This is an optimization exercise on Yosys and OpenROAD, whose aim is a short achievable clock period and few clock cycles, not a production implementation. Only simulation tests tie the RTL to the original design; equivalence was not proved. No activity file was given, so power comes from the tool's default toggle rates.

**flow/flow/run.sh**
```bash
#!/bin/bash
set -euo pipefail
MARGIN=${MARGIN:-6.6}
bash standard.sh SETUP_SLACK_MARGIN=$MARGIN finish > standard_flow.log 2>&1
```
**flow/standard.sh**
```bash
#!/bin/bash
# synth_recipe.tcl (not shown) runs the flow's synth.tcl, then flattens the netlist and writes it again
# the make line also repeats each setting of config.mk as NAME=value (left out here)
make -C /OpenROAD-flow-scripts/flow DESIGN_CONFIG=/design/flow/config.mk WORK_HOME=/design/flow/orfs CLKGATE_MAP_FILE= SYNTH_SCRIPT=/design/flow/synth_recipe.tcl "${@:-finish}"
```
**flow/config.mk**
```make
export PLATFORM = sky130hd
export DESIGN_NAME = RV32Core
export DESIGN_NICKNAME = RV32Core
export VERILOG_FILES = /design/flow/design.v
export SDC_FILE = /design/flow/constraint.sdc
export NUM_CORES = 8
export LEC_CHECK = 0
export CAP_MARGIN = 20
export CORE_MARGIN = 2
export CORE_UTILIZATION = 35
export PLACE_DENSITY = 0.55
export SLEW_MARGIN = 20
export SYNTH_HIERARCHICAL = 1
```
**flow/constraint.sdc**
```tcl
create_clock -name core_clock -period 10.0 [get_ports {CPU_CLK}]
set_input_delay 2.0000 -clock core_clock [delete_from_list [all_inputs] [get_ports {CPU_CLK}]]
set_output_delay 2.0000 -clock core_clock [all_outputs]
set_load 0.01 [all_outputs]
```
**flow/design.v**
```verilog
`timescale 1ns / 1ps
`timescale 1ns / 1ps
module Adder32(
    input wire [31:0] a, b,
    output wire [31:0] s
    );
    assign s = a + b;
endmodule
module Sub32(
    input wire [31:0] a, b,
    output wire [31:0] d
    );
    assign d = a - b;
endmodule
module Shifter(
    input wire [31:0] a,
    input wire [4:0] sh,
    input wire s_sll, s_srl, s_sra,
    output wire [31:0] q
    );
    wire [31:0] shl = a << sh;
    wire [31:0] shr = a >> sh;
    wire [31:0] sra = $signed(a) >>> sh;
    assign q = ({32{s_sll}} & shl) | ({32{s_srl}} & shr) | ({32{s_sra}} & sra);
endmodule
module SetLess(
    input wire [31:0] a, b,
    input wire s_slt, s_sltu,
    output wire q
    );
    assign q = (s_slt & ($signed(a) < $signed(b))) | (s_sltu & (a < b));
endmodule
module ResultSel(
    input wire [31:0] diff, shift, logic_r, pre,
    input wire slt,
    input wire s_sub, s_pre,
    output wire [31:0] rest
    );
    assign rest = ({32{s_sub}} & diff) | shift | logic_r | ({32{s_pre}} & pre) | {31'd0, slt};
endmodule
module ALU(
    input wire [31:0] aA, oA, a, o2,
    input wire [31:0] pre,        
    input wire s_add, s_sub, s_sll, s_srl, s_sra, s_slt, s_sltu, s_xor, s_or, s_and,
               s_pre,
    output wire [31:0] sum,
    output wire [31:0] rest       
    );
    wire [31:0] diff, shift;
    wire slt;
    Adder32 add(.a(aA), .b(oA), .s(sum));
    Sub32 sub(.a(aA), .b(oA), .d(diff));
    Shifter shu(.a(a), .sh(o2[4:0]), .s_sll(s_sll), .s_srl(s_srl), .s_sra(s_sra), .q(shift));
    SetLess slu(.a(a), .b(o2), .s_slt(s_slt), .s_sltu(s_sltu), .q(slt));
    wire [31:0] logic_r = ({32{s_xor}} & (a ^ o2)) | ({32{s_or}} & (a | o2)) | ({32{s_and}} & (a & o2));
    ResultSel rsel(.diff(diff), .shift(shift), .logic_r(logic_r), .pre(pre), .slt(slt),
                   .s_sub(s_sub), .s_pre(s_pre), .rest(rest));
endmodule
`timescale 1ns / 1ps
module BranchDecisionMaking(
    input wire [2:0] f3,
    input wire [31:0] a, b,
    output reg taken
    );
    wire beq = a == b;
    wire blt = $signed(a) < $signed(b);
    wire bltu = a < b;
    always @(*) begin
        case (f3)
            3'd0: taken = beq;
            3'd1: taken = !beq;
            3'd4: taken = blt;
            3'd5: taken = !blt;
            3'd6: taken = bltu;
            default: taken = !bltu;
        endcase
    end
endmodule
`timescale 1ns / 1ps
module DataExt(
    input wire [31:0] rd,
    input wire [2:0] f3,
    input wire [1:0] a,
    input wire ld,
    input wire [31:0] res,
    output wire [31:0] wdata
    );
    reg [31:0] ldv;
    always @(*) begin
        case (f3)
            3'd0: case (a)
                    2'd0: ldv = {{24{rd[7]}}, rd[7:0]};
                    2'd1: ldv = {{24{rd[15]}}, rd[15:8]};
                    2'd2: ldv = {{24{rd[23]}}, rd[23:16]};
                    default: ldv = {{24{rd[31]}}, rd[31:24]};
                  endcase
            3'd1: ldv = a[1] ? {{16{rd[31]}}, rd[31:16]} : {{16{rd[15]}}, rd[15:0]};
            3'd4: case (a)
                    2'd0: ldv = {24'd0, rd[7:0]};
                    2'd1: ldv = {24'd0, rd[15:8]};
                    2'd2: ldv = {24'd0, rd[23:16]};
                    default: ldv = {24'd0, rd[31:24]};
                  endcase
            3'd5: ldv = a[1] ? {16'd0, rd[31:16]} : {16'd0, rd[15:0]};
            default: ldv = rd;
        endcase
    end
    assign wdata = ld ? ldv : res;
endmodule
`timescale 1ns / 1ps
module EXSegReg(
    input wire [31:0] sum, rest, res_m, wdata, rv, imm,
    input wire g_sum, g_rest, g_m, g_w, g_rv, g_imm,
    output wire [31:0] q
    );
    assign q = ({32{g_sum}} & sum) | ({32{g_rest}} & rest) | ({32{g_m}} & res_m) |
               ({32{g_w}} & wdata) | ({32{g_rv}} & rv) | ({32{g_imm}} & imm);
endmodule
`timescale 1ns / 1ps
module HarzardUnit(
    input wire [4:0] rs1, rs2, rd_e, rd_m, rd_w,
    input wire v_d, v_e, wr_e, ld_e, v_m, wr_m, ld_m, wr_w,
    input wire use1, use2,
    output wire stall,
    output wire ga1, ga2, ga3, gar, gb1, gb2, gb3, gbr
    );
    wire d1a = v_e && wr_e && rd_e == rs1;    
    wire d2a = v_m && wr_m && rd_m == rs1;
    wire d3a = wr_w && rd_w == rs1;
    wire d1b = v_e && wr_e && rd_e == rs2;
    wire d2b = v_m && wr_m && rd_m == rs2;
    wire d3b = wr_w && rd_w == rs2;
    wire haz1 = use1 && ((d1a && ld_e) || (!d1a && d2a && ld_m));
    wire haz2 = use2 && ((d1b && ld_e) || (!d1b && d2b && ld_m));
    assign stall = v_d && (haz1 || haz2);
    assign ga1 = d1a;
    assign ga2 = !d1a && d2a;
    assign ga3 = !d1a && !d2a && d3a;
    assign gar = !d1a && !d2a && !d3a;
    assign gb1 = d1b;
    assign gb2 = !d1b && d2b;
    assign gb3 = !d1b && !d2b && d3b;
    assign gbr = !d1b && !d2b && !d3b;
endmodule
`timescale 1ns / 1ps
module IFSegReg(
    input wire taken,
    input wire sel_t, sel_n,           
    input wire [31:0] npc_t, npc_n,    
    input wire stall,
    input wire [31:0] pc_hold,         
    input wire [31:0] npc_ns,          
    output wire [31:0] npc
    );
    wire [31:0] npc_d = stall ? pc_hold : npc_ns;
    assign npc = taken ? (sel_t ? npc_t : npc_d) : (sel_n ? npc_n : npc_d);
endmodule
`timescale 1ns / 1ps
module TargetLo(
    input wire [31:0] pc,           
    input wire [31:0] ir,           
    output wire [11:0] lo,          
    output wire [31:12] imm_hi      
    );
    wire [31:0] imm_j = {{11{ir[31]}}, ir[31], ir[19:12], ir[20], ir[30:21], 1'b0};
    wire [31:0] imm_b = {{19{ir[31]}}, ir[31], ir[7], ir[30:25], ir[11:8], 1'b0};
    wire [31:0] imm = ir[2] ? imm_j : imm_b;
    assign lo = {1'b0, pc[11:1]} + {1'b0, imm[11:1]};
    assign imm_hi = imm[31:12];
endmodule
module NPC_Generator(
    input wire [31:12] pc_hi,
    input wire [31:12] imm_hi,
    input wire [11:0] lo,
    output wire [31:0] tgt
    );
    assign tgt = {pc_hi + imm_hi + {19'd0, lo[11]}, lo[10:0], 1'b0};
endmodule
`timescale 1ns / 1ps
module RegisterFile(
    input wire [32*31-1:0] rf_flat,
    input wire [31:0] oh1, oh2,
    output reg [31:0] rv1, rv2
    );
    integer ri;
    always @(*) begin
        rv1 = 32'd0;
        rv2 = 32'd0;
        for (ri = 1; ri < 32; ri = ri + 1) begin
            rv1 = rv1 | ({32{oh1[ri]}} & rf_flat[32*(ri-1) +: 32]);
            rv2 = rv2 | ({32{oh2[ri]}} & rf_flat[32*(ri-1) +: 32]);
        end
    end
endmodule
`timescale 1ns / 1ps
module RV32Core(
    input wire CPU_CLK,
    input wire CPU_RST,
    output wire [31:0] IMEM_A,
    input wire [31:0] IMEM_RD,
    output wire [31:0] DMEM_A,
    output wire [31:0] DMEM_WD,
    output wire [3:0] DMEM_WE,
    input wire [31:0] DMEM_RD
    );
    wire clk = CPU_CLK;
    wire rst = CPU_RST;
    localparam NBTB = 2;
    reg [31:0] pc_f;           
    reg [31:0] pcn_f;          
    wire [31:0] pcq = ~pcn_f;
    reg        v_i;            
    reg [31:0] pc_i;
    reg        bh_i;           
    reg        skid_v;         
    reg [31:0] skid, skid_pc;
    reg [11:0] skid_lo;
    reg [31:12] skid_ihi;
    reg        skid_bh;
    reg        v_d;
    reg [31:0] pc_d;
    reg        bh_d;
    reg [31:0] oh1, oh2;       
    reg [4:0]  rs1_d, rs2_d, rd_d;
    reg [2:0]  f3_d;
    reg        ld_d, st_d, br_d, jalr_d, jal_d;
    reg        use1_d, use2_d, wr_d, bimm_d, useA_d, useC_d, useS_d, useM_d;
    reg        rdir_d;         
    reg [31:0] imm_d;
    reg [11:0] lo_d;           
    reg [31:12] ihi_d;         
    reg        s_add_d, s_sub_d, s_sll_d, s_srl_d, s_sra_d, s_slt_d, s_sltu_d,
               s_xor_d, s_or_d, s_and_d, s_imm_d, s_pcadd_d, s_pc4_d;
    reg        v_e;
    reg [31:0] pc_e;
    reg [4:0]  rd_e;
    reg        wr_e;           
    reg        ld_e, st_e, br_e, jalr_e, jal_e;
    reg [2:0]  f3_e;
    reg [31:0] imm_e;
    reg [31:0] aA, oA, aC, bC, a, o2;
    reg        s_add, s_sub, s_sll, s_srl, s_sra, s_slt, s_sltu, s_xor, s_or, s_and,
               s_pre;
    reg [31:0] pre_e;          
    reg [31:0] pc4_e;
    reg        pt_e;           
    reg [31:0] sum_m, rest_m;   
    reg        sadd_m;
    reg [31:0] dmem_a_q;
    reg [31:0] dmem_wd_q;
    reg [3:0]  dmem_we_q;
    reg [4:0]  rd_m;
    reg        v_m, wr_m, ld_m;
    reg [2:0]  f3_m;
    reg [31:0] res_w;
    reg [4:0]  rd_w;
    reg        wr_w, ld_w;
    reg [31:1] wen_w;          
    reg [2:0]  f3_w;
    reg [1:0]  a_w;
    reg [31:0] rf [1:31];
    reg [NBTB-1:0] btb_v;
    reg [29:0] btb_tag [0:NBTB-1];
    reg [29:0] btb_tgt [0:NBTB-1];
    reg        btb_ptr;
    assign IMEM_A  = pc_f;
    assign DMEM_A  = dmem_a_q;
    assign DMEM_WD = dmem_wd_q;
    assign DMEM_WE = dmem_we_q;
    reg        btb_hit;
    reg [29:0] btb_t;
    integer bi;
    always @(*) begin
        btb_hit = 1'b0;
        btb_t = 30'd0;
        for (bi = 0; bi < NBTB; bi = bi + 1)
            if (btb_v[bi] && btb_tag[bi] == pcq[31:2]) begin
                btb_hit = 1'b1;
                btb_t = btb_t | btb_tgt[bi];
            end
    end
    wire [31:0] pc_f4 = pcq + 32'd4;
    wire [11:0] lo_i;
    wire [31:12] ihi_i;
    wire [31:0] tgt_d;
    TargetLo tgt_lo(.pc(pc_i), .ir(IMEM_RD), .lo(lo_i), .imm_hi(ihi_i));
    NPC_Generator npc_gen(.pc_hi(pc_d[31:12]), .imm_hi(ihi_d), .lo(lo_d), .tgt(tgt_d));
    wire        src_v   = skid_v | v_i;
    wire [31:0] ir      = skid_v ? skid : IMEM_RD;
    wire [31:0] src_pc  = skid_v ? skid_pc : pc_i;
    wire        src_bh  = skid_v ? skid_bh : bh_i;
    wire [11:0] src_lo  = skid_v ? skid_lo : lo_i;
    wire [31:12] src_ihi = skid_v ? skid_ihi : ihi_i;
    wire [6:0] op = ir[6:0];
    wire [4:0] rd = ir[11:7];
    wire [2:0] f3 = ir[14:12];
    wire [4:0] rs1 = ir[19:15];
    wire [4:0] rs2 = ir[24:20];
    wire       f7b = ir[30];
    wire is_lui   = op == 7'b0110111;
    wire is_auipc = op == 7'b0010111;
    wire is_jal   = op == 7'b1101111;
    wire is_jalr  = op == 7'b1100111;
    wire is_br    = op == 7'b1100011;
    wire is_ld    = op == 7'b0000011;
    wire is_st    = op == 7'b0100011;
    wire is_opi   = op == 7'b0010011;
    wire is_op    = op == 7'b0110011;
    wire [31:0] imm_i = {{20{ir[31]}}, ir[31:20]};
    wire [31:0] imm_s = {{20{ir[31]}}, ir[31:25], ir[11:7]};
    wire [31:0] imm_b = {{19{ir[31]}}, ir[31], ir[7], ir[30:25], ir[11:8], 1'b0};
    wire [31:0] imm_u = {ir[31:12], 12'd0};
    wire [31:0] imm_j = {{11{ir[31]}}, ir[31], ir[19:12], ir[20], ir[30:21], 1'b0};
    reg  [31:0] src_oh1, src_oh2;
    integer oi;
    always @(*) begin
        for (oi = 0; oi < 32; oi = oi + 1) begin
            src_oh1[oi] = rs1 == oi;
            src_oh2[oi] = rs2 == oi;
        end
    end
    wire [31:0] rv1, rv2;
    wire [32*31-1:0] rf_flat;
    genvar gi;
    generate
        for (gi = 1; gi < 32; gi = gi + 1) begin : rff
            assign rf_flat[32*(gi-1) +: 32] = rf[gi];
        end
    endgenerate
    RegisterFile rf_read(.rf_flat(rf_flat), .oh1(oh1), .oh2(oh2), .rv1(rv1), .rv2(rv2));
    wire stall, ga1, ga2, ga3, gar, gb1, gb2, gb3, gbr;
    HarzardUnit hz(.rs1(rs1_d), .rs2(rs2_d), .rd_e(rd_e), .rd_m(rd_m), .rd_w(rd_w),
                   .v_d(v_d), .v_e(v_e), .wr_e(wr_e), .ld_e(ld_e), .v_m(v_m), .wr_m(wr_m),
                   .ld_m(ld_m), .wr_w(wr_w), .use1(use1_d), .use2(use2_d), .stall(stall),
                   .ga1(ga1), .ga2(ga2), .ga3(ga3), .gar(gar), .gb1(gb1), .gb2(gb2), .gb3(gb3), .gbr(gbr));
    wire [31:0] wdata;
    wire [31:0] sum, pcadd, rest_e;    
    wire [31:0] res_m = sadd_m ? sum_m : rest_m;
    wire [31:0] aA_n, oA_n, aC_n, bC_n, a_n, o2_n;
    EXSegReg opAA(.sum(sum), .rest(rest_e), .res_m(res_m), .wdata(wdata), .rv(rv1), .imm(imm_d),
                  .g_sum(ga1 & useA_d & s_add), .g_rest(ga1 & useA_d & !s_add), .g_m(ga2 & useA_d),
                  .g_w(ga3 & useA_d), .g_rv(gar & useA_d), .g_imm(1'b0), .q(aA_n));
    EXSegReg opOA(.sum(sum), .rest(rest_e), .res_m(res_m), .wdata(wdata), .rv(rv2), .imm(imm_d),
                  .g_sum(gb1 & !bimm_d & useA_d & s_add), .g_rest(gb1 & !bimm_d & useA_d & !s_add),
                  .g_m(gb2 & !bimm_d & useA_d), .g_w(gb3 & !bimm_d & useA_d), .g_rv(gbr & !bimm_d & useA_d),
                  .g_imm(bimm_d & useA_d), .q(oA_n));
    EXSegReg opAC(.sum(sum), .rest(rest_e), .res_m(res_m), .wdata(wdata), .rv(rv1), .imm(imm_d),
                  .g_sum(ga1 & useC_d & s_add), .g_rest(ga1 & useC_d & !s_add), .g_m(ga2 & useC_d),
                  .g_w(ga3 & useC_d), .g_rv(gar & useC_d), .g_imm(1'b0), .q(aC_n));
    EXSegReg opBC(.sum(sum), .rest(rest_e), .res_m(res_m), .wdata(wdata), .rv(rv2), .imm(imm_d),
                  .g_sum(gb1 & useS_d & s_add), .g_rest(gb1 & useS_d & !s_add), .g_m(gb2 & useS_d),
                  .g_w(gb3 & useS_d), .g_rv(gbr & useS_d), .g_imm(1'b0), .q(bC_n));
    EXSegReg opAM(.sum(sum), .rest(rest_e), .res_m(res_m), .wdata(wdata), .rv(rv1), .imm(imm_d),
                  .g_sum(ga1 & useM_d & s_add), .g_rest(ga1 & useM_d & !s_add), .g_m(ga2 & useM_d),
                  .g_w(ga3 & useM_d), .g_rv(gar & useM_d), .g_imm(1'b0), .q(a_n));
    EXSegReg opOM(.sum(sum), .rest(rest_e), .res_m(res_m), .wdata(wdata), .rv(rv2), .imm(imm_d),
                  .g_sum(gb1 & !bimm_d & useM_d & s_add), .g_rest(gb1 & !bimm_d & useM_d & !s_add),
                  .g_m(gb2 & !bimm_d & useM_d), .g_w(gb3 & !bimm_d & useM_d), .g_rv(gbr & !bimm_d & useM_d),
                  .g_imm(bimm_d & useM_d), .q(o2_n));
    wire redir_d = v_d && !bh_d && rdir_d;
    wire [31:0] auipc_d, pc4_d;
    Adder32 addau(.a(pc_d), .b(imm_d), .s(auipc_d));
    assign pc4_d = pc_d + 32'd4;
    wire pt_d = bh_d || redir_d;    
    wire [31:0] b  = bC;
    wire [31:0] pc4 = pc4_e;
    ALU alu(.aA(aA), .oA(oA), .a(a), .o2(o2), .pre(pre_e),
            .s_add(s_add), .s_sub(s_sub), .s_sll(s_sll), .s_srl(s_srl), .s_sra(s_sra),
            .s_slt(s_slt), .s_sltu(s_sltu), .s_xor(s_xor), .s_or(s_or), .s_and(s_and),
            .s_pre(s_pre), .sum(sum), .rest(rest_e));
    Adder32 addpc(.a(pc_e), .b(imm_e), .s(pcadd));    
    wire taken;
    BranchDecisionMaking bdm(.f3(f3_e), .a(aC), .b(bC), .taken(taken));
    wire act = br_e ? taken : jal_e;          
    wire misp = v_e && (jalr_e || act != pt_e);
    reg [3:0] we_e;
    reg [31:0] wd_e;
    always @(*) begin
        case (f3_e[1:0])
            2'd0: begin we_e = 4'b0001 << sum[1:0]; wd_e = {4{b[7:0]}}; end
            2'd1: begin we_e = sum[1] ? 4'b1100 : 4'b0011; wd_e = {2{b[15:0]}}; end
            default: begin we_e = 4'b1111; wd_e = b; end
        endcase
        if (!(v_e && st_e)) we_e = 4'b0000;
    end
    DataExt dext(.rd(DMEM_RD), .f3(f3_w), .a(a_w), .ld(ld_w), .res(res_w), .wdata(wdata));
    integer wi;
    always @(posedge clk) begin
        for (wi = 1; wi < 32; wi = wi + 1)
            if (rst) rf[wi] <= 32'd0;
            else if (wen_w[wi]) rf[wi] <= wdata;
    end
    wire take_d0 = redir_d && !stall;
    wire take_d = take_d0 && !misp;
    wire [31:0] npc_ns = redir_d ? tgt_d : btb_hit ? {btb_t, 2'b00} : pc_f4;
    wire [31:0] jalr_t = {sum[31:1], 1'b0};
    wire e_jalr = v_e && jalr_e;
    wire e_nb = v_e && !br_e;                  
    wire e_jn = e_nb && jal_e && !pt_e;        
    wire e_xp = e_nb && !jal_e && pt_e;        
    wire sel_t = e_jalr | (v_e && br_e && !pt_e) | e_jn | e_xp;
    wire sel_n = e_jalr | (v_e && br_e && pt_e) | e_jn | e_xp;
    wire [31:0] npc_t = e_jalr ? jalr_t : e_xp ? pc4 : pcadd;
    wire [31:0] npc_n = e_jalr ? jalr_t : e_jn ? pcadd : pc4;
    wire [31:0] npc;
    IFSegReg npc_sel(.taken(taken), .sel_t(sel_t), .sel_n(sel_n), .npc_t(npc_t), .npc_n(npc_n),
                     .stall(stall), .pc_hold(pcq), .npc_ns(npc_ns), .npc(npc));
    reg btbu_v;
    reg [29:0] btbu_pc, btbu_tgt;
    integer wj;
    always @(posedge clk) begin
        if (rst) begin
            pc_f <= 32'd0;
            pcn_f <= 32'hFFFFFFFF;
            v_i <= 1'b0;
            skid_v <= 1'b0;
            v_d <= 1'b0;
            v_e <= 1'b0;
            v_m <= 1'b0;
            wr_w <= 1'b0;
            wen_w <= 31'd0;
            dmem_we_q <= 4'd0;
            btb_v <= {NBTB{1'b0}};
            btb_ptr <= 1'b0;
            btbu_v <= 1'b0;
        end else begin
            pc_f <= npc;
            pcn_f <= ~npc;
            v_i <= !(misp || take_d);
            if (misp || take_d) begin
                v_d <= 1'b0;
                skid_v <= 1'b0;
            end else if (stall) begin
                if (v_i) skid_v <= 1'b1;
            end else begin
                v_d <= src_v;
                skid_v <= 1'b0;
            end
            v_e <= v_d && !stall && !misp;
            v_m <= v_e;
            dmem_we_q <= we_e;    
            wr_w <= v_m && wr_m;
            for (wj = 1; wj < 32; wj = wj + 1)
                wen_w[wj] <= v_m && wr_m && rd_m == wj;
            btbu_v <= v_e && act;
            if (btbu_v) begin : upd
                reg found;
                integer k;
                found = 1'b0;
                for (k = 0; k < NBTB; k = k + 1)
                    if (btb_v[k] && btb_tag[k] == btbu_pc) found = 1'b1;
                if (!found) begin
                    btb_v[btb_ptr] <= 1'b1;
                    btb_ptr <= !btb_ptr;
                end
            end
        end
    end
    always @(posedge clk) begin
        pc_i <= pcq;
        bh_i <= btb_hit;
        if (stall && !skid_v) begin
            skid <= IMEM_RD;
            skid_pc <= pc_i;
            skid_bh <= bh_i;
            skid_lo <= lo_i;
            skid_ihi <= ihi_i;
        end
        if (!stall) begin
            pc_d <= src_pc;
            bh_d <= src_bh;
            lo_d <= src_lo;
            ihi_d <= src_ihi;
            oh1 <= src_oh1;
            oh2 <= src_oh2;
            rs1_d <= rs1;
            rs2_d <= rs2;
            rd_d <= rd;
            f3_d <= f3;
            ld_d <= is_ld;
            st_d <= is_st;
            br_d <= is_br;
            jalr_d <= is_jalr;
            jal_d <= is_jal;
            use1_d <= is_jalr | is_br | is_ld | is_st | is_opi | is_op;
            use2_d <= is_br | is_st | is_op;
            wr_d <= (is_lui | is_auipc | is_jal | is_jalr | is_ld | is_opi | is_op) && rd != 5'd0;
            bimm_d <= !(is_op || is_br);
            useA_d <= is_ld | is_st | is_jalr | ((is_op | is_opi) & f3 == 3'd0);   
            useC_d <= is_br;                                                       
            useS_d <= is_br | is_st;                                               
            useM_d <= (is_op | is_opi) & f3 != 3'd0;                               
            rdir_d <= is_jal || (is_br && ir[31]);
            imm_d <= is_st ? imm_s : is_br ? imm_b : (is_lui | is_auipc) ? imm_u : is_jal ? imm_j : imm_i;
            s_add_d  <= (is_op && f3 == 3'd0 && !f7b) || (is_opi && f3 == 3'd0);
            s_sub_d  <= is_op && f3 == 3'd0 && f7b;
            s_sll_d  <= (is_op || is_opi) && f3 == 3'd1;
            s_slt_d  <= (is_op || is_opi) && f3 == 3'd2;
            s_sltu_d <= (is_op || is_opi) && f3 == 3'd3;
            s_xor_d  <= (is_op || is_opi) && f3 == 3'd4;
            s_srl_d  <= (is_op || is_opi) && f3 == 3'd5 && !f7b;
            s_sra_d  <= (is_op || is_opi) && f3 == 3'd5 && f7b;
            s_or_d   <= (is_op || is_opi) && f3 == 3'd6;
            s_and_d  <= (is_op || is_opi) && f3 == 3'd7;
            s_imm_d  <= is_lui;
            s_pcadd_d <= is_auipc;
            s_pc4_d  <= is_jal || is_jalr;
        end
        pc_e <= pc_d;
        rd_e <= rd_d;
        wr_e <= wr_d;
        ld_e <= ld_d;
        st_e <= st_d;
        br_e <= br_d;
        jalr_e <= jalr_d;
        jal_e <= jal_d;
        f3_e <= f3_d;
        imm_e <= imm_d;
        aA <= aA_n;
        oA <= oA_n;
        aC <= aC_n;
        bC <= bC_n;
        a  <= a_n;
        o2 <= o2_n;
        s_add <= s_add_d;
        s_sub <= s_sub_d;
        s_sll <= s_sll_d;
        s_srl <= s_srl_d;
        s_sra <= s_sra_d;
        s_slt <= s_slt_d;
        s_sltu <= s_sltu_d;
        s_xor <= s_xor_d;
        s_or <= s_or_d;
        s_and <= s_and_d;
        s_pre <= s_imm_d | s_pcadd_d | s_pc4_d;
        pre_e <= s_imm_d ? imm_d : s_pcadd_d ? auipc_d : pc4_d;
        pc4_e <= pc4_d;
        pt_e <= pt_d;
        sum_m <= sum;
        rest_m <= rest_e;
        sadd_m <= s_add;
        dmem_a_q <= sum;
        dmem_wd_q <= wd_e;
        rd_m <= rd_e;
        wr_m <= wr_e;
        ld_m <= ld_e;
        f3_m <= f3_e;
        res_w <= res_m;
        rd_w <= rd_m;
        ld_w <= ld_m;
        f3_w <= f3_m;
        a_w <= dmem_a_q[1:0];
        btbu_pc <= pc_e[31:2];
        btbu_tgt <= pcadd[31:2];
        if (btbu_v && !rst) begin : upd2
            reg found;
            integer k;
            found = 1'b0;
            for (k = 0; k < NBTB; k = k + 1)
                if (btb_v[k] && btb_tag[k] == btbu_pc) found = 1'b1;
            if (!found) begin
                btb_tag[btb_ptr] <= btbu_pc;
                btb_tgt[btb_ptr] <= btbu_tgt;
            end
        end
    end
endmodule
```
==> impl_metrics.toml, run 1 <==
[cells_and_area]
layout.cells.non_filler = 15000
largest_reg_flops = 992
drive_above_1_share_pct = 16.1
top_register = "rf"
top_regs = "rf x992, btb_tag x60, btb_tgt x60"
fin_util_pct = 40.7
syn_to_final_growth_pct = 15.7
final_nets = 11100

[power_and_ir_drop]
ir_drop_mv = 0.165
clockPowerShare_pct = 46.0
p_comb_share_pct = 7.3
internal_power_uw = 14400
fin_total_pwr_uw = 19300
switching_share_pct = 25.3
power_density_nw_per_um2 = 157
seqPwrFrac_pct = 46.8
power_switching_uw = 4870
p_leak_uw = 0.0441

[timing]
slew_headroom_pct = 15.8
min_period_ns = 3.50
max_freq_ghz = 0.286
finalHoldViolations = 0
worst_slew_pin_slew_ns = 1.26
totalNegativeSetupSlack_ns = 0
holdWs_ns = 0.294
rsz0062_at_grt = "true"
slew_viol_final = 0
setup_violations = 0
finalCritPeriodShare_pct = 35.0
finClkSkew_ns = 0.167

[setup_path]
path_delay_family = "flip-flops"
crit_required_ns = 8.00
crit_buf_inv = 1
critPathArrivalTime_ns = 1.50
cp_slowest_cell = "dfxtp_4"
slowest_delay_ns = 0.45
cp_max_fo = 2
worst-setup-path-type = "reg -> out"
reg2reg_to = "o2[31]"
rr_worst_depth = 14
crit_chain = "buf_6"
critPathLaunchType = "register"
worstReg2RegStart = "oA[12]"
cp.depth = 1
worst_setup_path_end_kind = "output port"
reg2reg_slack_ns = 6.51

[grt]
grt_remaining_overflow = 0
grt_usage_pct = 28.7
global_route.usage.met1_pct = 37.0
met3_usage_pct = 7.47
grt_max_degree = 239
first_global_vias = 87800
grt_antenna_before_repair = 48
gr-usage-met2_pct = 44.0
grt_busiest_layer = "met2"
grt_first_pass_wirelength_um = 651000

[min_path]
hold_path_depth = 0
hp-start = "pc_e[3]"
min_path_type = "reg -> reg"
hold_end = "btbu_pc[1]"

[routing]
ant_nets = 0
wl_um = 466000
vias = 93100
first_pass_iters = 10
wl_per_cell_um = 31.1
vias_per_cell = 6.22
first_iter_violations = 12200
post-route-drc-count = 0

[die]
start_util_pct = 35.2
die_y_um = 555
die_x_um = 555
placementRows = 202
ios = 166
coreArea_um2 = 303000
dieArea_um2 = 308000

[placed_design]
dp_hpwl_um = 309000
gp_congestion = 0.989
dpl.cell_count = 14400
portBuffers = 165

[clock_tree]
clock_latency_ns = 0.99
clk_pin_slew_ns = 0.06
cts-root-buf = "clkbuf_16"
cts.sinks = 2108
htreeDepth = 4
cts_tree = "built"
cts_buffers = 232
clockBufferDepth = 4

[synthesis]
syn_inst = 10900
ys_warn_count = 11
syn_area_um2 = 106000
synth_area_per_cell_um2 = 9.76

[run]
drv_cap = 0

[run_status]
status = "complete, no violations"
## cell usage in the layout (no fill, tap or decap), types with 85 or more instances in the layout
master	count
dfxtp_1	1510
a22oi_1	1372
nor2_1	1351
mux2i_1	1134
nand2_1	475
nand3_1	424
edfxtp_1	420
inv_1	296
buf_4	283
ha_1	243
clkbuf_16	239
a21oi_1	229
nand4_1	206
xnor2_1	187
o21ai_0	159
mux2_2	156
xor2_1	139
dfxtp_2	115
a21o_1	85
## repair_timing
| action | in CTS | in global routing |
|---|---|---|
| endpoints found under the setup margin | 1643 | 700 |
| hold buffers | 0 | 0 |
| pin swaps | 48 | 60 |
| gates resized for setup | 848 | 262 |
| gates cloned | 15 | 5 |
| buffers inserted | 71 | 68 |
## worst max path at each step
stage	from	endpoint	slack (ns)
after floorplan	rs1_d[1]	skid[0]	0.51
after global placement	IMEM_RD[2]	lo_d[8]	4.71
after detailed placement	IMEM_RD[2]	lo_d[8]	4.75
after CTS	dmem_a_q[30]	DMEM_A[30]	6.46
after global routing	aA[4]	pc_f[31]	6.43
final	dmem_a_q[30]	DMEM_A[30]	6.50
## power groups by stage
stage | clock (µW) | combinational (µW) | sequential [µW]
after floorplan | 0 | 775 | 9090
after global placement | 0 | 1200 | 9190
after detailed placement | 0 | 1220 | 9200
after CTS | 8950 | 1320 | 9000
after global routing | 9280 | 1480 | 9010
final | 8850 | 1410 | 9010
## area by class of cell
class / count / area [µm²]
Tap cell: 3978 / 4980
Sequential cell: 2108 / 46800
Clock inverter: 92 / 1050
Multi-Input combinational cell: 7612 / 57100
Inverter: 303 / 1140
Timing Repair Buffer: 530 / 5280
Fill cell: 29000 / 179000
Clock buffer: 329 / 6690
Antenna cell: 11 / 27.5
## stage by stage
stage,setup slack [ns],cell area [µm²]
after floorplan,0.514,107000
after global routing,6.43,123000
after CTS,6.46,121000
after global placement,4.71,111000
after detailed placement,4.75,111000
final,6.50,123000
## layer usage
metal  vias to the layer above  wire [µm]
li1                      40100          -
met1                     46100     184000
met2                      5601     203000
met3                      1275      49100
met4                        26      28500
met5                         -        200
Testbench counts, summed over its fixed seeds: cycles 228,080.
==> run 2: changes to the inputs <==
==> flow/flow/run.sh (replaced) <==
#!/bin/bash
set -euo pipefail
MARGIN=${MARGIN:-6.8}
bash standard.sh SETUP_SLACK_MARGIN=$MARGIN finish > standard_flow.log 2>&1
==> impl_metrics.toml, run 2 <==
[cells_and_area]
drive_above_1_share_pct = 20.6
layout_common_cells = "dfxtp_1, nor2_1, a22oi_1"
final_common_cell = "dfxtp_1"
top_register = "rf"
layout.cells.non_filler = 15200
largest_reg_flops = 992
fillers = 28700
final_nets = 11300
syn_to_final_growth_pct = 19.8
top_regs = "rf x992, btb_tag x60, btb_tgt x60"

[power_and_ir_drop]
ir_drop_mv = 0.154
power_density_nw_per_um2 = 154
p_leak_uw = 0.0455

[die]
die_y_um = 555
ios = 166
coreArea_um2 = 303000
dieArea_um2 = 308000
placementRows = 202
die_x_um = 555
start_util_pct = 35.2

[grt]
grt_usage_pct = 29.7
grt_antenna_before_repair = 46
grt_max_degree = 241
grt_first_pass_wirelength_um = 669000
grt_remaining_overflow = 0
first_global_vias = 89600
global_route.usage.met1_pct = 38.2
gr-usage-met2_pct = 45.0
grt_busiest_layer = "met2"
met3_usage_pct = 7.43

[placed_design]
gp_congestion = 0.984
dpl.cell_count = 14400
dp_hpwl_um = 311000
portBuffers = 165

[routing]
wl_per_cell_um = 31.8
post-route-drc-count = 0
first_iter_violations = 13100
first_pass_iters = 9
vias = 94600
vias_per_cell = 6.24
wl_um = 482000
ant_nets = 0

[setup_path]
slowest_delay_ns = 0.44
reg2reg_to = "pc_f[27]"
worstReg2RegStart = "aA[12]"
worst_setup_path_end_kind = "output port"
critPathLaunchType = "register"
reg2reg_slack_ns = 6.59
crit_chain = "buf_6"
critPathArrivalTime_ns = 1.48
worst-setup-path-type = "reg -> out"
cp_slowest_cell = "dfxtp_4"
crit_buf_inv = 1
crit_required_ns = 8.00
cp.depth = 1
path_delay_family = "flip-flops"
startpoint = "dmem_a_q[12]"
cp_max_fo = 2
endpoint = "DMEM_A[12]"
rr_worst_depth = 18

[timing]
finClkSkew_ns = 0.135
max_freq_ghz = 0.288
slew_viol_final = 0
finalHoldViolations = 0
rsz0062_at_grt = "true"
worst_slew_pin_slew_ns = 1.31
slew_headroom_pct = 12.6
min_period_ns = 3.48
setup_violations = 0
finalCritPeriodShare_pct = 34.8
totalNegativeSetupSlack_ns = 0

[clock_tree]
clk_pin_slew_ns = 0.06
hold_buffers = 0
cts.sinks = 2108
cts-root-buf = "clkbuf_16"
clock_latency_ns = 0.98
cts_buffers = 233
cts_tree = "built"
clockBufferDepth = 4
htreeDepth = 4

[synthesis]
syn_inst = 10900
synth_area_per_cell_um2 = 9.76
ys_warn_count = 11
syn_area_um2 = 106000

[min_path]
min_path_type = "reg -> reg"

[run_status]
status = "complete, no violations"

[run]
drv_cap = 0
[run 2: what timing repair did]
action                     in CTS  in global routing
cloned                         25                  8
setup endpoints to repair    1752               1122
resized for setup            1232                448
pin swaps                     172                226
buffers inserted              170                110
[run 2: worst min path at each step]
stage          slack (ns)  cells after the start         end     from
2_1_floorplan        0.31                      0     f3_w[0]  f3_m[0]
3_3_place_gp         0.31                      0     f3_w[1]  f3_m[1]
3_5_place_dp         0.31                      0     f3_w[2]  f3_m[2]
4_1_cts              0.32                      0  btbu_pc[3]  pc_e[5]
5_1_grt              0.34                      0     f3_w[1]  f3_m[1]
6_report             0.33                      0     f3_w[1]  f3_m[1]
[run 2: area by class of cell]
cell class / count / area (µm²) / area share, %
Sequential cell: 2108 / 46900 / 36.8
Inverter: 303 / 1150 / 0.900
Tap cell: 3978 / 4980 / 3.91
Timing Repair Buffer: 694 / 7100 / 5.57
Clock inverter: 126 / 1430 / 1.12
Antenna cell: 22 / 55.1 / 0.0432
Multi-Input combinational cell: 7615 / 59200 / 46.5
Clock buffer: 311 / 6570 / 5.16
[run 2: metrics by stage]
stage | utilization, % | hold slack, ns | area, µm² | worst slack (ns) | total power [µW]
6_report | 42.1 | 0.333 | 127000 | 6.52 | 19600
5_1_grt | 42.1 | 0.345 | 127000 | 6.52 | 20100
4_1_cts | 41.1 | 0.318 | 124000 | 6.52 | 19500
3_5_place_dp | 36.9 | 0.312 | 112000 | 4.77 | 10400
3_3_place_gp | 36.8 | 0.312 | 111000 | 4.71 | 10400
2_1_floorplan | - | 0.310 | 107000 | 0.514 | 9860
[run 2: metal layers]
layer,routed length (µm),part of all wire (%),vias to the layer above
li1,-,-,40500
met1,190000,39,47000
met2,208000,43,5752
met3,51500,11,1304
met4,32100,6.7,24
met5,210,0.044,-
[run 2: where the power goes]
group	total, µW	internal, µW	switching [µW]
clock	9050	5170	3890
combinational	1550	576	970
sequential	9010	8800	210
==> run 3: changes to the inputs <==
--- a/flow/config.mk
+++ b/flow/config.mk
@@ -7,7 +7,7 @@
 export LEC_CHECK = 0
 export CAP_MARGIN = 20
 export CORE_MARGIN = 2
-export CORE_UTILIZATION = 35
-export PLACE_DENSITY = 0.55
+export CORE_UTILIZATION = 50
+export PLACE_DENSITY = 0.65
 export SLEW_MARGIN = 20
 export SYNTH_HIERARCHICAL = 1
==> impl_metrics.toml, run 3 <==
[cells_and_area]
top_regs = "rf x992, btb_tag x60, btb_tgt x60"
layout.cells.non_filler = 13900
top_register = "rf"
final_common_cell = "dfxtp_1"
syn_to_final_growth_pct = 17.1
final_nets = 11300
drive_above_1_share_pct = 19.4
largest_reg_flops = 992
layout_common_cells = "dfxtp_1, nor2_1, a22oi_1"

[min_path]
min_path_type = "reg -> reg"
hold_path_depth = 0

[grt]
grt_remaining_overflow = 0
grt_antenna_before_repair = 40
grt_usage_pct = 40.1
global_route.usage.met1_pct = 50.6
gr-usage-met2_pct = 60.2
grt_max_degree = 200
grt_busiest_layer = "met2"
grt_first_pass_wirelength_um = 639000
first_global_vias = 89500
met3_usage_pct = 11.5

[timing]
totalNegativeSetupSlack_ns = 0
slew_viol_final = 0
finalHoldViolations = 0
setup_slack_ns = 6.60
max_freq_ghz = 0.295
min_period_ns = 3.40
holdWs_ns = 0.327
rsz0062_at_grt = "true"
finClkSkew_ns = 0.0686
worst_slew_pin_slew_ns = 1.15
slew_headroom_pct = 20.8
finalCritPeriodShare_pct = 34.0
setup_violations = 0

[routing]
vias_per_cell = 6.83
first_iter_violations = 14200
vias = 95200
wl_um = 456000
first_pass_iters = 10
wl_per_cell_um = 32.7
post-route-drc-count = 0
ant_nets = 0

[clock_tree]
cts_buffers = 220
cts-root-buf = "clkbuf_16"
htreeDepth = 4
hold_buffers = 0
clk_pin_slew_ns = 0.06
cts.sinks = 2108
clockBufferDepth = 3
clock_latency_ns = 0.90
cts_tree = "built"

[setup_path]
crit_required_ns = 8.00
cp_slowest_cell = "dfxtp_4"
slowest_delay_ns = 0.42
cp_max_fo = 2
worst_setup_path_end_kind = "output port"
crit_buf_inv = 1
reg2reg_slack_ns = 6.66
rr_worst_depth = 14
cp.depth = 1
worst-setup-path-type = "reg -> out"
critPathArrivalTime_ns = 1.40
path_delay_family = "flip-flops"
critPathLaunchType = "register"
crit_chain = "buf_6"

[placed_design]
dp_hpwl_um = 295000
dp_slack_ns = 4.86
portBuffers = 165
gp_congestion = 1.01
dpl.cell_count = 13200

[synthesis]
ys_warn_count = 11
syn_inst = 10900
syn_area_um2 = 106000
synth_area_per_cell_um2 = 9.76

[run_status]
status = "complete, no violations"

[power_and_ir_drop]
fin_total_pwr_uw = 19100
power_density_nw_per_um2 = 153
p_leak_uw = 0.0450
ir_drop_mv = 0.189

[die]
die_x_um = 465
start_util_pct = 50.2
die_y_um = 465
ios = 166
placementRows = 169
coreArea_um2 = 212000
dieArea_um2 = 216000

[run]
drv_cap = 0
## run 3: final cells by class
| cell class | count | area (µm²) |
|---|---|---|
| inverter | 303 | 1150 |
| multi-input combinational | 7615 | 58700 |
| timing repair buffer | 659 | 6720 |
| sequential | 2108 | 46900 |
| antenna | 12 | 30.0 |
| clock inverter | 99 | 1120 |
| timing repair inverter | 1 | 5.00 |
| clock buffer | 315 | 6470 |
| tap | 2821 | 3530 |
| fill | 17900 | 87300 |
## run 3: through the flow
step	instance area, µm²	utilization (%)
2_1_floorplan	107000	-
3_5_place_dp	110000	51.9
4_1_cts	122000	57.5
3_3_place_gp	110000	51.9
6_report	125000	58.8
5_1_grt	125000	58.8
## run 3: where the power goes
part	switching [µW]	internal, µW	total, µW	leakage (µW)
combinational	942	571	1510	0.0232
sequential	199	8800	9000	0.0181
clock	3690	4910	8610	0.00371
total	4830	14300	19100	0.0450
## run 3: path summary, 6_finish.rpt
check | from | to
setup / recovery | dmem_a_q[3] | DMEM_A[3]
hold / removal | f3_d[2] | f3_e[2]
setup reg to reg | oA[0] | pcn_f[18]
hold reg to reg | f3_d[2] | f3_e[2]
## run 3: timing repair
item,in CTS,in global routing
setup endpoints to repair,1791,1067
resized for setup,1128,397
endpoints found under the hold margin,0,0
gates cloned,23,7
buffers inserted,160,106
pin swaps,139,211
## run 3: routing by layer
metal	share of wire (%)	up-vias
li1	-	40400
met1	37	46600
met2	43	6496
met3	12	1656
met4	7.7	34
met5	0.091	-
==> run 4: changes to the inputs <==
--- a/flow/config.mk
+++ b/flow/config.mk
@@ -7,7 +7,7 @@
 export LEC_CHECK = 0
 export CAP_MARGIN = 20
 export CORE_MARGIN = 2
-export CORE_UTILIZATION = 50
-export PLACE_DENSITY = 0.65
+export CORE_UTILIZATION = 42
+export PLACE_DENSITY = 0.6
 export SLEW_MARGIN = 20
 export SYNTH_HIERARCHICAL = 1
==> impl_metrics.toml, run 4 <==
[timing]
totalNegativeSetupSlack_ns = 0
rsz0062_at_grt = "true"
finalHoldViolations = 0
setup_violations = 0
slew_headroom_pct = 20.1
min_period_ns = 3.51
finClkSkew_ns = 0.0971
max_freq_ghz = 0.285
slew_viol_final = 0
finalCritPeriodShare_pct = 35.1
worst_slew_pin_slew_ns = 1.18

[routing]
vias_per_cell = 6.56
ant_nets = 0
wl_per_cell_um = 32.2
first_pass_iters = 9
first_iter_violations = 14600
wl_um = 467000
post-route-drc-count = 0
vias = 95000

[clock_tree]
clock_latency_ns = 0.94
clk_pin_slew_ns = 0.06
hold_buffers = 0
cts-root-buf = "clkbuf_16"
cts_buffers = 225
htreeDepth = 4
cts.sinks = 2108
cts_tree = "built"
clockBufferDepth = 3

[cells_and_area]
largest_reg_flops = 992
top_regs = "rf x992, btb_tag x60, btb_tgt x60"
fillers = 22600
fin_util_pct = 50.2
final_nets = 11300
syn_to_final_growth_pct = 18.7
layout_common_cells = "dfxtp_1, nor2_1, a22oi_1"
final_common_cell = "dfxtp_1"
drive_above_1_share_pct = 20.2
top_register = "rf"

[run_status]
status = "complete, no violations"

[placed_design]
gp_congestion = 0.990
dp_hpwl_um = 297000
portBuffers = 165

[synthesis]
synth_area_per_cell_um2 = 9.76
syn_area_um2 = 106000
ys_warn_count = 11
syn_inst = 10900

[die]
die_x_um = 507
start_util_pct = 42.3
ios = 166
die_y_um = 507
dieArea_um2 = 257000
coreArea_um2 = 252000
placementRows = 184

[min_path]
min_path_type = "reg -> reg"

[setup_path]
crit_required_ns = 10.83
worst_setup_path_end_kind = "register"
worst-setup-path-type = "reg -> reg"
critPathLaunchType = "register"
critPathArrivalTime_ns = 4.34
cp_max_fo = 7

[grt]
grt_first_pass_wirelength_um = 647000
grt_max_degree = 212
first_global_vias = 88500
grt_remaining_overflow = 0
grt_antenna_before_repair = 35
grt_usage_pct = 34.2

[power_and_ir_drop]
p_leak_uw = 0.0453
power_density_nw_per_um2 = 153
ir_drop_mv = 0.199

[run]
drv_cap = 0
==> run 4: area by class of cell <==
type / instances / area, µm² / area share [%]
multi-input combinational: 7621 / 59100 / 46.8
sequential: 2108 / 46900 / 37.2
timing repair buffer: 681 / 7010 / 5.55
clock buffer: 327 / 6690 / 5.30
tap: 3348 / 4190 / 3.32
inverter: 303 / 1150 / 0.912
clock inverter: 91 / 1150 / 0.909
antenna: 11 / 27.5 / 0.0218
==> run 4: worst paths after layout <==
| path | start | slack, ns | end | cells past startpoint |
|---|---|---|---|---|
| worst max-delay path | aA[0] | 6.49 | a[28] | 18 |
| worst min-delay path | f3_m[1] | 0.33 | f3_w[1] | 0 |
| worst max register to register | aA[0] | 6.49 | a[28] | 18 |
| worst min register to register | f3_m[1] | 0.33 | f3_w[1] | 0 |
==> run 4: through the flow <==
stage	std cells	cell area [µm²]	power [µW]	worst slack (ns)	hold slack [ns]
after floorplan	10900	107000	9860	0.514	0.310
after global placement	13700	110000	10400	4.73	0.314
after detailed placement	13700	110000	10400	4.78	0.315
after CTS	14300	122000	19200	6.51	0.331
after global routing	14500	126000	19800	6.45	0.343
final	14500	126000	19300	6.49	0.331
==> run 4: timing repair <==
action,CTS,global route
buffers inserted,143,147
pin swaps,96,277
hold endpoints to repair,0,0
gates cloned,24,21
endpoints found under the setup margin,1817,1364
gates resized for setup,1055,597
==> run 4: where the power goes <==
group          switching [µW]  total (µW)  internal (µW)
sequential                204        9010           8800
clock                    3790        8790           5010
combinational             959        1530            572
==> run 4: critical path, stage by stage (launching register included) <==
cell and delay (ns):
dfxtp_2 0.34, inv_2 0.05, ha_4 0.18, fa_2 0.42, nor2b_4 0.17, o2111ai_4 0.17, a211oi_2 0.27, buf_4 0.18
o211ai_1 0.08, buf_4 0.16, nand4_1 0.18, buf_4 0.16, nand3_2 0.06, a31oi_1 0.23, xor2_1 0.16, nand2_1 0.10
nand2_4 0.27, a22oi_2 0.09, nand3_2 0.16
==> run 4: routing by layer <==
layer | track usage, % | part of all wire (%) | vias to the layer above
met1 | 44.2 | 39 | 46600
met4 | 21.1 | 7.4 | 14
li1 | - | - | 40500
met2 | 50.5 | 42 | 6425
met5 | 0 | 0.019 | -
met3 | 9.28 | 12 | 1565
==> run 5: changes to the inputs <==
--- a/flow/design.v
+++ b/flow/design.v
@@ -159,22 +159,22 @@
 module TargetLo(
     input wire [31:0] pc,           
     input wire [31:0] ir,           
-    output wire [11:0] lo,          
-    output wire [31:12] imm_hi      
+    output wire [6:0] lo,           
+    output wire [31:7] imm_hi       
     );
     wire [31:0] imm_j = {{11{ir[31]}}, ir[31], ir[19:12], ir[20], ir[30:21], 1'b0};
     wire [31:0] imm_b = {{19{ir[31]}}, ir[31], ir[7], ir[30:25], ir[11:8], 1'b0};
     wire [31:0] imm = ir[2] ? imm_j : imm_b;
-    assign lo = {1'b0, pc[11:1]} + {1'b0, imm[11:1]};
-    assign imm_hi = imm[31:12];
+    assign lo = {1'b0, pc[6:1]} + {1'b0, imm[6:1]};
+    assign imm_hi = imm[31:7];
 endmodule
 module NPC_Generator(
-    input wire [31:12] pc_hi,
-    input wire [31:12] imm_hi,
-    input wire [11:0] lo,
+    input wire [31:7] pc_hi,
+    input wire [31:7] imm_hi,
+    input wire [6:0] lo,
     output wire [31:0] tgt
     );
-    assign tgt = {pc_hi + imm_hi + {19'd0, lo[11]}, lo[10:0], 1'b0};
+    assign tgt = {pc_hi + imm_hi + {24'd0, lo[6]}, lo[5:0], 1'b0};
 endmodule
 `timescale 1ns / 1ps
 module RegisterFile(
@@ -214,8 +214,8 @@
     reg        bh_i;           
     reg        skid_v;         
     reg [31:0] skid, skid_pc;
-    reg [11:0] skid_lo;
-    reg [31:12] skid_ihi;
+    reg [6:0]  skid_lo;
+    reg [31:7] skid_ihi;
     reg        skid_bh;
     reg        v_d;
     reg [31:0] pc_d;
@@ -227,8 +227,8 @@
     reg        use1_d, use2_d, wr_d, bimm_d, useA_d, useC_d, useS_d, useM_d;
     reg        rdir_d;         
     reg [31:0] imm_d;
-    reg [11:0] lo_d;           
-    reg [31:12] ihi_d;         
+    reg [6:0]  lo_d;            
+    reg [31:7] ihi_d;          
     reg        s_add_d, s_sub_d, s_sll_d, s_srl_d, s_sra_d, s_slt_d, s_sltu_d,
                s_xor_d, s_or_d, s_and_d, s_imm_d, s_pcadd_d, s_pc4_d;
     reg        v_e;
@@ -280,17 +280,17 @@
             end
     end
     wire [31:0] pc_f4 = pcq + 32'd4;
-    wire [11:0] lo_i;
-    wire [31:12] ihi_i;
+    wire [6:0] lo_i;
+    wire [31:7] ihi_i;
     wire [31:0] tgt_d;
     TargetLo tgt_lo(.pc(pc_i), .ir(IMEM_RD), .lo(lo_i), .imm_hi(ihi_i));
-    NPC_Generator npc_gen(.pc_hi(pc_d[31:12]), .imm_hi(ihi_d), .lo(lo_d), .tgt(tgt_d));
+    NPC_Generator npc_gen(.pc_hi(pc_d[31:7]), .imm_hi(ihi_d), .lo(lo_d), .tgt(tgt_d));
     wire        src_v   = skid_v | v_i;
     wire [31:0] ir      = skid_v ? skid : IMEM_RD;
     wire [31:0] src_pc  = skid_v ? skid_pc : pc_i;
     wire        src_bh  = skid_v ? skid_bh : bh_i;
-    wire [11:0] src_lo  = skid_v ? skid_lo : lo_i;
-    wire [31:12] src_ihi = skid_v ? skid_ihi : ihi_i;
+    wire [6:0] src_lo  = skid_v ? skid_lo : lo_i;
+    wire [31:7] src_ihi = skid_v ? skid_ihi : ihi_i;
     wire [6:0] op = ir[6:0];
     wire [4:0] rd = ir[11:7];
     wire [2:0] f3 = ir[14:12];
--- a/flow/config.mk
+++ b/flow/config.mk
@@ -7,7 +7,7 @@
 export LEC_CHECK = 0
 export CAP_MARGIN = 20
 export CORE_MARGIN = 2
-export CORE_UTILIZATION = 42
-export PLACE_DENSITY = 0.6
+export CORE_UTILIZATION = 50
+export PLACE_DENSITY = 0.65
 export SLEW_MARGIN = 20
 export SYNTH_HIERARCHICAL = 1
==> impl_metrics.toml, run 5 <==
[run_status]
status = "complete, no violations"

[min_path]
min_path_type = "reg -> reg"
hold_end = "s_slt"
hold_path_depth = 0
hp-start = "s_slt_d"

[grt]
grt_remaining_overflow = 0
grt_first_pass_wirelength_um = 646000
first_global_vias = 89600
grt_max_degree = 108
grt_antenna_before_repair = 33
grt_usage_pct = 40.7

[clock_tree]
clock_latency_ns = 0.91
htreeDepth = 4
clockBufferDepth = 3
cts.sinks = 2108
hold_buffers = 0
cts_buffers = 219
cts_tree = "built"
cts-root-buf = "clkbuf_16"
clk_pin_slew_ns = 0.06

[timing]
finalCritPeriodShare_pct = 36.9
slew_viol_final = 0
min_period_ns = 3.69
worst_slew_pin_slew_ns = 1.29
setup_slack_ns = 6.31
slew_headroom_pct = 14.2
rsz0062_at_grt = "true"
max_freq_ghz = 0.271
finClkSkew_ns = 0.0906
totalNegativeSetupSlack_ns = 0
setup_violations = 0
finalHoldViolations = 0

[synthesis]
ys_warn_count = 11
synth_area_per_cell_um2 = 9.77
syn_area_um2 = 106000
syn_inst = 10900

[setup_path]
worstReg2RegStart = "pc_d[7]"
worst_setup_path_end_kind = "register"
cp_max_fo = 3
worst-setup-path-type = "reg -> reg"
rr_worst_depth = 16
crit_required_ns = 10.78
critPathLaunchType = "register"
reg2reg_slack_ns = 6.31
critPathArrivalTime_ns = 4.47
reg2reg_to = "pc_f[29]"

[routing]
first_iter_violations = 14300
vias_per_cell = 6.90
ant_nets = 0
wl_per_cell_um = 33.5
first_pass_iters = 12
post-route-drc-count = 0
vias = 95700
wl_um = 465000

[cells_and_area]
postLayoutCellArea_um2 = 124000
top_register = "rf"
fillers = 18000
largest_reg_flops = 992
drive_above_1_share_pct = 18.2
top_regs = "rf x992, btb_tag x60, btb_tgt x60"
final_common_cell = "dfxtp_1"
layout_common_cells = "dfxtp_1, nor2_1, a22oi_1"
final_nets = 11200
fin_util_pct = 58.4
layout.cells.non_filler = 13900
syn_to_final_growth_pct = 16.2

[power_and_ir_drop]
seqPwrFrac_pct = 46.7
power_density_nw_per_um2 = 156
switching_share_pct = 25.3
p_leak_uw = 0.0449
clockPowerShare_pct = 45.8
power_switching_uw = 4860
p_comb_share_pct = 7.5
ir_drop_mv = 0.237
internal_power_uw = 14400

[die]
die_y_um = 465
placementRows = 169
ios = 166
die_x_um = 465
start_util_pct = 50.2
coreArea_um2 = 212000
dieArea_um2 = 216000

[placed_design]
place_area_um2 = 110000
portBuffers = 165
dpl.cell_count = 13200
dp_hpwl_um = 296000
gp_congestion = 1.01
dp_slack_ns = 5.05

[run]
drv_cap = 0
run 5: how the worst max path moves through the flow:
stage | startpoint | endpoint | cells past startpoint
floorplan | rs1_d[1] | skid[0] | 6
global placement | DMEM_RD[31] | o2[27] | 9
detailed placement | rs1_d[4] | oh2[30] | 10
CTS | pc_d[7] | pc_f[29] | 16
global route | pc_d[7] | pc_f[25] | 16
finish | pc_d[7] | pc_f[29] | 16
run 5: routing by layer:
layer | share of wire, % | wire, µm | GRT usage (%)
met1 | 37 | 171000 | 50.0
met2 | 42 | 196000 | 60.4
met3 | 13 | 59200 | 13.3
met4 | 8.3 | 38500 | 28.2
met5 | 0.089 | 415 | 0.659
run 5: through the flow:
step	power [µW]	hold WS, ns
2_1_floorplan	9850	0.310
3_3_place_gp	10400	0.315
3_5_place_dp	10400	0.317
4_1_cts	19100	0.334
5_1_grt	19700	0.324
6_report	19200	0.323
run 5: critical path, cell delays in order, from the launching register on:
cell	delay, ns
edfxtp_1	0.43
fa_2	0.44
fa_2	0.39
a211oi_4	0.25
o211ai_2	0.14
a41oi_2	0.30
o21ai_2	0.11
a21boi_2	0.25
o31a_1	0.19
xnor2_1	0.06
nor2_1	0.16
a21oi_1	0.07
mux2_4	0.31
mux2i_1	0.16
o22ai_2	0.14
nand2b_1	0.14
inv_2	0.05
run 5: layout make-up:
| type | count | area, µm² | share of cell area (%) |
|---|---|---|---|
| timing repair buffer | 612 | 6270 | 5.07 |
| antenna | 16 | 40.0 | 0.0324 |
| clock inverter | 122 | 1520 | 1.23 |
| clock buffer | 294 | 6210 | 5.02 |
| sequential | 2108 | 46800 | 37.9 |
| tap | 2821 | 3530 | 2.86 |
| multi-input combinational | 7610 | 58100 | 47.0 |
| inverter | 297 | 1130 | 0.912 |
run 5: what timing repair did:
| item | in CTS | in global routing |
|---|---|---|
| gates resized for setup | 979 | 375 |
| pin swaps | 110 | 167 |
| setup buffers | 114 | 97 |
| endpoints found under the hold margin | 0 | 0 |
| endpoints found under the setup margin | 1857 | 1241 |
| cloned | 20 | 18 |
run 5: power by group through the flow:
stage          Sequential (µW)  Combinational, µW  Clock [µW]
4_1_cts                   8980               1330        8810
2_1_floorplan             9090                769           0
3_3_place_gp              9180               1180           0
5_1_grt                   8990               1510        9160
3_5_place_dp              9180               1190           0
6_report                  8980               1450        8800
Testbench counts of run 5, summed over its fixed seeds: cycles 228,080.
==> run 6: changes to the inputs <==
--- a/flow/config.mk
+++ b/flow/config.mk
@@ -7,7 +7,7 @@
 export LEC_CHECK = 0
 export CAP_MARGIN = 20
 export CORE_MARGIN = 2
-export CORE_UTILIZATION = 50
-export PLACE_DENSITY = 0.65
+export CORE_UTILIZATION = 58
+export PLACE_DENSITY = 0.7
 export SLEW_MARGIN = 20
 export SYNTH_HIERARCHICAL = 1
==> impl_metrics.toml, run 6 <==
[run_status]
status = "complete, no violations"

[power_and_ir_drop]
power_switching_uw = 4730
power_density_nw_per_um2 = 154
seqPwrFrac_pct = 47.4
switching_share_pct = 24.9
p_leak_uw = 0.0449
p_comb_share_pct = 7.6
internal_power_uw = 14200
ir_drop_mv = 0.161
clockPowerShare_pct = 45.0

[routing]
post-route-drc-count = 0
first_iter_violations = 15000
wl_per_cell_um = 34.2
vias_per_cell = 7.17
ant_nets = 0
wl_um = 460000
first_pass_iters = 13
vias = 96400

[min_path]
min_path_type = "reg -> reg"

[cells_and_area]
largest_reg_flops = 992
final_common_cell = "dfxtp_1"
syn_to_final_growth_pct = 15.5
drive_above_1_share_pct = 18.2
top_register = "rf"
fillers = 14100
top_regs = "rf x992, btb_tag x60, btb_tgt x60"
layout_common_cells = "dfxtp_1, nor2_1, a22oi_1"
final_nets = 11200
fin_util_pct = 67.2

[timing]
holdWs_ns = 0.324
totalNegativeSetupSlack_ns = 0
max_freq_ghz = 0.278
setup_violations = 0
min_period_ns = 3.59
rsz0062_at_grt = "true"
finClkSkew_ns = 0.0524
slew_headroom_pct = 22.2
slew_viol_final = 0
finalCritPeriodShare_pct = 35.9
worst_slew_pin_slew_ns = 1.17
finalHoldViolations = 0

[placed_design]
gp_congestion = 1.06
portBuffers = 165
dp_hpwl_um = 294000

[clock_tree]
htreeDepth = 4
cts_tree = "built"
clockBufferDepth = 3
hold_buffers = 0
cts_buffers = 215
cts.sinks = 2108
cts-root-buf = "clkbuf_16"
clock_latency_ns = 0.90
clk_pin_slew_ns = 0.06

[setup_path]
cp_max_fo = 3
endpoint = "pc_f[25]"
critPathLaunchType = "register"
worst_setup_path_end_kind = "register"
crit_required_ns = 10.77
worst-setup-path-type = "reg -> reg"
worstReg2RegStart = "lo_d[6]"
reg2reg_to = "pc_f[25]"
startpoint = "lo_d[6]"
rr_worst_depth = 16
critPathArrivalTime_ns = 4.37
reg2reg_slack_ns = 6.41

[synthesis]
ys_warn_count = 11
syn_area_um2 = 106000
syn_inst = 10900
synth_area_per_cell_um2 = 9.77

[die]
ios = 166
coreArea_um2 = 183000
die_y_um = 432
start_util_pct = 58.2
placementRows = 157
die_x_um = 432
dieArea_um2 = 187000

[grt]
grt_remaining_overflow = 0
grt_usage_pct = 47.2
grt_antenna_before_repair = 34
first_global_vias = 90700
grt_max_degree = 215
grt_first_pass_wirelength_um = 642000

[run]
drv_cap = 0
run 6: layout make-up:
type,instances,area [µm²],area share (%)
multi-input combinational,7608,57900,47.1
clock inverter,96,1150,0.934
inverter,297,1130,0.920
clock buffer,306,6310,5.14
tap,2385,2980,2.43
timing repair inverter,1,5.00,0.00407
antenna,20,50.0,0.0407
timing repair buffer,624,6420,5.23
sequential,2108,46900,38.2
run 6: worst max-delay path, stage by stage (launching register included):
cell      delay [ns]
edfxtp_1        0.40
fa_2            0.43
fa_2            0.39
a211oi_4        0.28
o211ai_2        0.14
a41oi_2         0.28
o21ai_2         0.11
a21boi_2        0.23
o21ai_1         0.11
xor2_1          0.17
nor2_2          0.18
a21oi_2         0.05
mux2_4          0.30
mux2i_1         0.13
o22ai_1         0.09
nand2b_1        0.12
inv_1           0.06
run 6: layer usage:
metal / global-route usage, % / up-vias / routed length [µm]
li1: - / 40300 / -
met1: 55.9 / 46400 / 158000
met2: 69.0 / 7435 / 191000
met3: 15.5 / 2323 / 61800
met4: 40.1 / 14 / 49400
met5: 0 / - / 97
run 6: power groups by stage:
stage,registers [µW],clock network (µW),logic [µW]
6_report,8990,8530,1440
5_1_grt,8990,8850,1500
4_1_cts,8980,8520,1300
3_5_place_dp,9180,0,1170
3_3_place_gp,9180,0,1150
2_1_floorplan,9090,0,769
run 6: repair_timing:
item | CTS | global route
buffers inserted | 125 | 98
endpoints found under the setup margin | 1852 | 1205
resized for setup | 1010 | 359
endpoints found under the hold margin | 0 | 0
pin swaps | 84 | 165
gates cloned | 27 | 9
run 6: how the worst min path moves through the flow:
stage / from / endpoint / slack, ns / cells after the start
final: f3_m[1] / f3_w[1] / 0.32 / 0
after global routing: f3_m[1] / f3_w[1] / 0.33 / 0
after floorplan: f3_m[0] / f3_w[0] / 0.31 / 0
after detailed placement: f3_m[1] / f3_w[1] / 0.31 / 0
after global placement: f3_m[1] / f3_w[1] / 0.32 / 0
after CTS: f3_m[1] / f3_w[1] / 0.32 / 0
run 6: through the flow:
stage / setup slack, ns / total power, µW / instance area [µm²] / std cells
2_1_floorplan: 0.514 / 9850 / 107000 / 10900
3_3_place_gp: 4.63 / 10300 / 109000 / 12800
3_5_place_dp: 4.58 / 10400 / 109000 / 12800
4_1_cts: 6.46 / 18800 / 120000 / 13300
5_1_grt: 6.26 / 19300 / 123000 / 13400
6_report: 6.41 / 19000 / 123000 / 13400
==> run 7: changes to the inputs <==
--- a/flow/design.v
+++ b/flow/design.v
@@ -174,7 +174,8 @@
     input wire [6:0] lo,
     output wire [31:0] tgt
     );
-    assign tgt = {pc_hi + imm_hi + {24'd0, lo[6]}, lo[5:0], 1'b0};
+    wire [25:0] hs = {pc_hi, lo[6]} + {imm_hi, lo[6]};
+    assign tgt = {hs[25:1], lo[5:0], 1'b0};
 endmodule
 `timescale 1ns / 1ps
 module RegisterFile(
--- a/flow/config.mk
+++ b/flow/config.mk
@@ -7,7 +7,7 @@
 export LEC_CHECK = 0
 export CAP_MARGIN = 20
 export CORE_MARGIN = 2
-export CORE_UTILIZATION = 58
-export PLACE_DENSITY = 0.7
+export CORE_UTILIZATION = 50
+export PLACE_DENSITY = 0.65
 export SLEW_MARGIN = 20
 export SYNTH_HIERARCHICAL = 1
==> impl_metrics.toml, run 7 <==
[timing]
holdWs_ns = 0.334
max_freq_ghz = 0.283
rsz0062_at_grt = "true"
finClkSkew_ns = 0.0717
slew_headroom_pct = 19.7
setup_violations = 0
slew_viol_final = 0
worst_slew_pin_slew_ns = 1.20
min_period_ns = 3.53
totalNegativeSetupSlack_ns = 0
finalCritPeriodShare_pct = 35.3
finalHoldViolations = 0

[cells_and_area]
layout.cells.non_filler = 13900
drive_above_1_share_pct = 19.4
final_nets = 11200
syn_to_final_growth_pct = 17.2
layout_common_cells = "dfxtp_1, nor2_1, a22oi_1"
top_regs = "rf x992, btb_tag x60, btb_tgt x60"
largest_reg_flops = 992
final_common_cell = "dfxtp_1"
top_register = "rf"

[setup_path]
cp_max_fo = 5
worstReg2RegStart = "pc_d[10]"
crit_required_ns = 10.81
worst_setup_path_end_kind = "register"
startpoint = "pc_d[10]"
critPathArrivalTime_ns = 4.34
worst-setup-path-type = "reg -> reg"
critPathLaunchType = "register"

[synthesis]
syn_inst = 10900
ys_warn_count = 11
synth_area_per_cell_um2 = 9.76
syn_area_um2 = 106000

[grt]
grt_antenna_before_repair = 33
grt_remaining_overflow = 0
first_global_vias = 89600
grt_max_degree = 220
grt_first_pass_wirelength_um = 640000
grt_usage_pct = 40.3

[clock_tree]
htreeDepth = 4
clockBufferDepth = 3
cts.sinks = 2108
cts-root-buf = "clkbuf_16"
cts_tree = "built"
clk_pin_slew_ns = 0.06
cts_buffers = 222
clock_latency_ns = 0.92

[placed_design]
dpl.cell_count = 13200
portBuffers = 165
dp_hpwl_um = 294000
gp_congestion = 0.996

[min_path]
hp-start = "f3_m[1]"
min_path_type = "reg -> reg"

[power_and_ir_drop]
ir_drop_mv = 0.213
power_density_nw_per_um2 = 155
p_leak_uw = 0.0451

[routing]
vias_per_cell = 6.87
first_pass_iters = 13
ant_nets = 0
wl_um = 458000
post-route-drc-count = 0
wl_per_cell_um = 32.9
first_iter_violations = 13600
vias = 95500

[run]
drv_cap = 0

[die]
die_x_um = 465
ios = 166
start_util_pct = 50.2
coreArea_um2 = 212000
dieArea_um2 = 217000
placementRows = 169
die_y_um = 465

[run_status]
status = "complete, no violations"
## run 7: changes by cell type in the layout (fill, tap and decap cells not counted), sizes merged, moves of 4 or more
| cell | change |
|---|---|
| xnor2 | -4 |
| clkbuf | -5 |
| dlymetal6s2s | -6 |
| nand2 | +9 |
| nor2 | +5 |
| dlygate4sd2 | +9 |
| clkinv | +16 |
| bufinv | +5 |
| bufbuf | -6 |
## run 7: per-stage QoR
step / cell area, µm² / util, % / power, µW / setup WS (ns)
3_3_place_gp: 110000 / 51.8 / 10400 / 4.52
5_1_grt: 125000 / 58.8 / 19700 / 6.36
2_1_floorplan: 107000 / - / 9860 / 0.514
3_5_place_dp: 110000 / 51.8 / 10400 / 4.44
4_1_cts: 122000 / 57.5 / 19100 / 6.49
6_report: 125000 / 58.8 / 19300 / 6.47
## run 7: layout make-up
class	instances	area, µm²
diodes	21	52.6
clock inverters	113	1460
repair inverters	2	12.5
fillers	17900	87200
well taps	2821	3530
clock buffers	301	6310
repair buffers	619	6140
flip-flops and latches	2108	46900
inverters	298	1130
multi-input cells	7628	59100
## run 7: timing repair
action	in CTS	in global routing
pin swaps	133	255
buffers inserted	144	103
endpoints found under the setup margin	1825	1134
resized for setup	1150	424
hold buffers	0	0
gates cloned	19	7
## run 7: routing by layer
layer | vias to the layer above | GRT usage, % | part of all wire [%]
li1 | 40400 | - | -
met1 | 46700 | 49.6 | 37
met2 | 6590 | 59.5 | 42
met3 | 1747 | 12.3 | 12
met4 | 18 | 29.4 | 8.7
met5 | - | 0 | 0.050
## run 7: critical path: stages, from the launching register on
cell and delay (ns):
edfxtp_1 0.41, ha_1 0.40, a21o_1 0.21, a221o_1 0.38, a31o_4 0.26, a31o_4 0.23
a21oi_4 0.17, o31a_1 0.22, o311ai_2 0.10, nor2_1 0.20, a21oi_1 0.06, mux2_4 0.32
mux2i_2 0.17, o22ai_2 0.13, nand2b_1 0.11, inv_1 0.04
## run 7: path summary, 6_finish.rpt
path	end	cells past startpoint	slack, ns
worst max-delay path	pc_f[28]	15	6.47
worst max register to register	pc_f[28]	15	6.47
worst min register to register	f3_w[1]	0	0.33
worst min-delay path	f3_w[1]	0	0.33
## run 7: report_power, final
| group | internal [µW] | total [µW] | switching (µW) |
|---|---|---|---|
| clock network | 5080 | 8800 | 3710 |
| logic | 560 | 1500 | 937 |
| registers | 8800 | 9000 | 198 |
Testbench counts of run 7, summed over its fixed seeds: cycles 228,080.

## static timing again, ports no longer ideal
How much do the figures lean on ideal ports? The routed layouts below were timed once more, with nothing changed but the port constraints. Step 1 sets driving cells, clkbuf_16 on the clock port and buf_2 on the other inputs (assumed; they add their load-dependent delay and slew). Step 2 times the ports against the registers' clock, not the clock port: input delays grow and output delays shrink by t, the midpoint of the rising clock arrivals with the driver on. Slacks: ideal / step 1 / step 2; pairs: ideal / step 1.
run	t, ns	setup slack, ns	slew at the worst register clock pin (ns)
run 1	1.002	6.498 / 6.400 / 5.602	0.07 / 0.07
run 2	1.024	6.524 / 6.410 / 5.659	0.08 / 0.08
run 3	0.956	6.605 / 6.513 / 5.709	0.07 / 0.07
run 4	0.986	6.487 / 6.438 / 5.750	0.07 / 0.07
run 5	0.965	6.312 / 6.312 / 5.805	0.07 / 0.07
run 6	0.975	6.408 / 6.408 / 5.793	0.07 / 0.07
run 7	0.979	6.466 / 6.466 / 5.772	0.07 / 0.07
After both steps setup and hold are still met in every run listed.
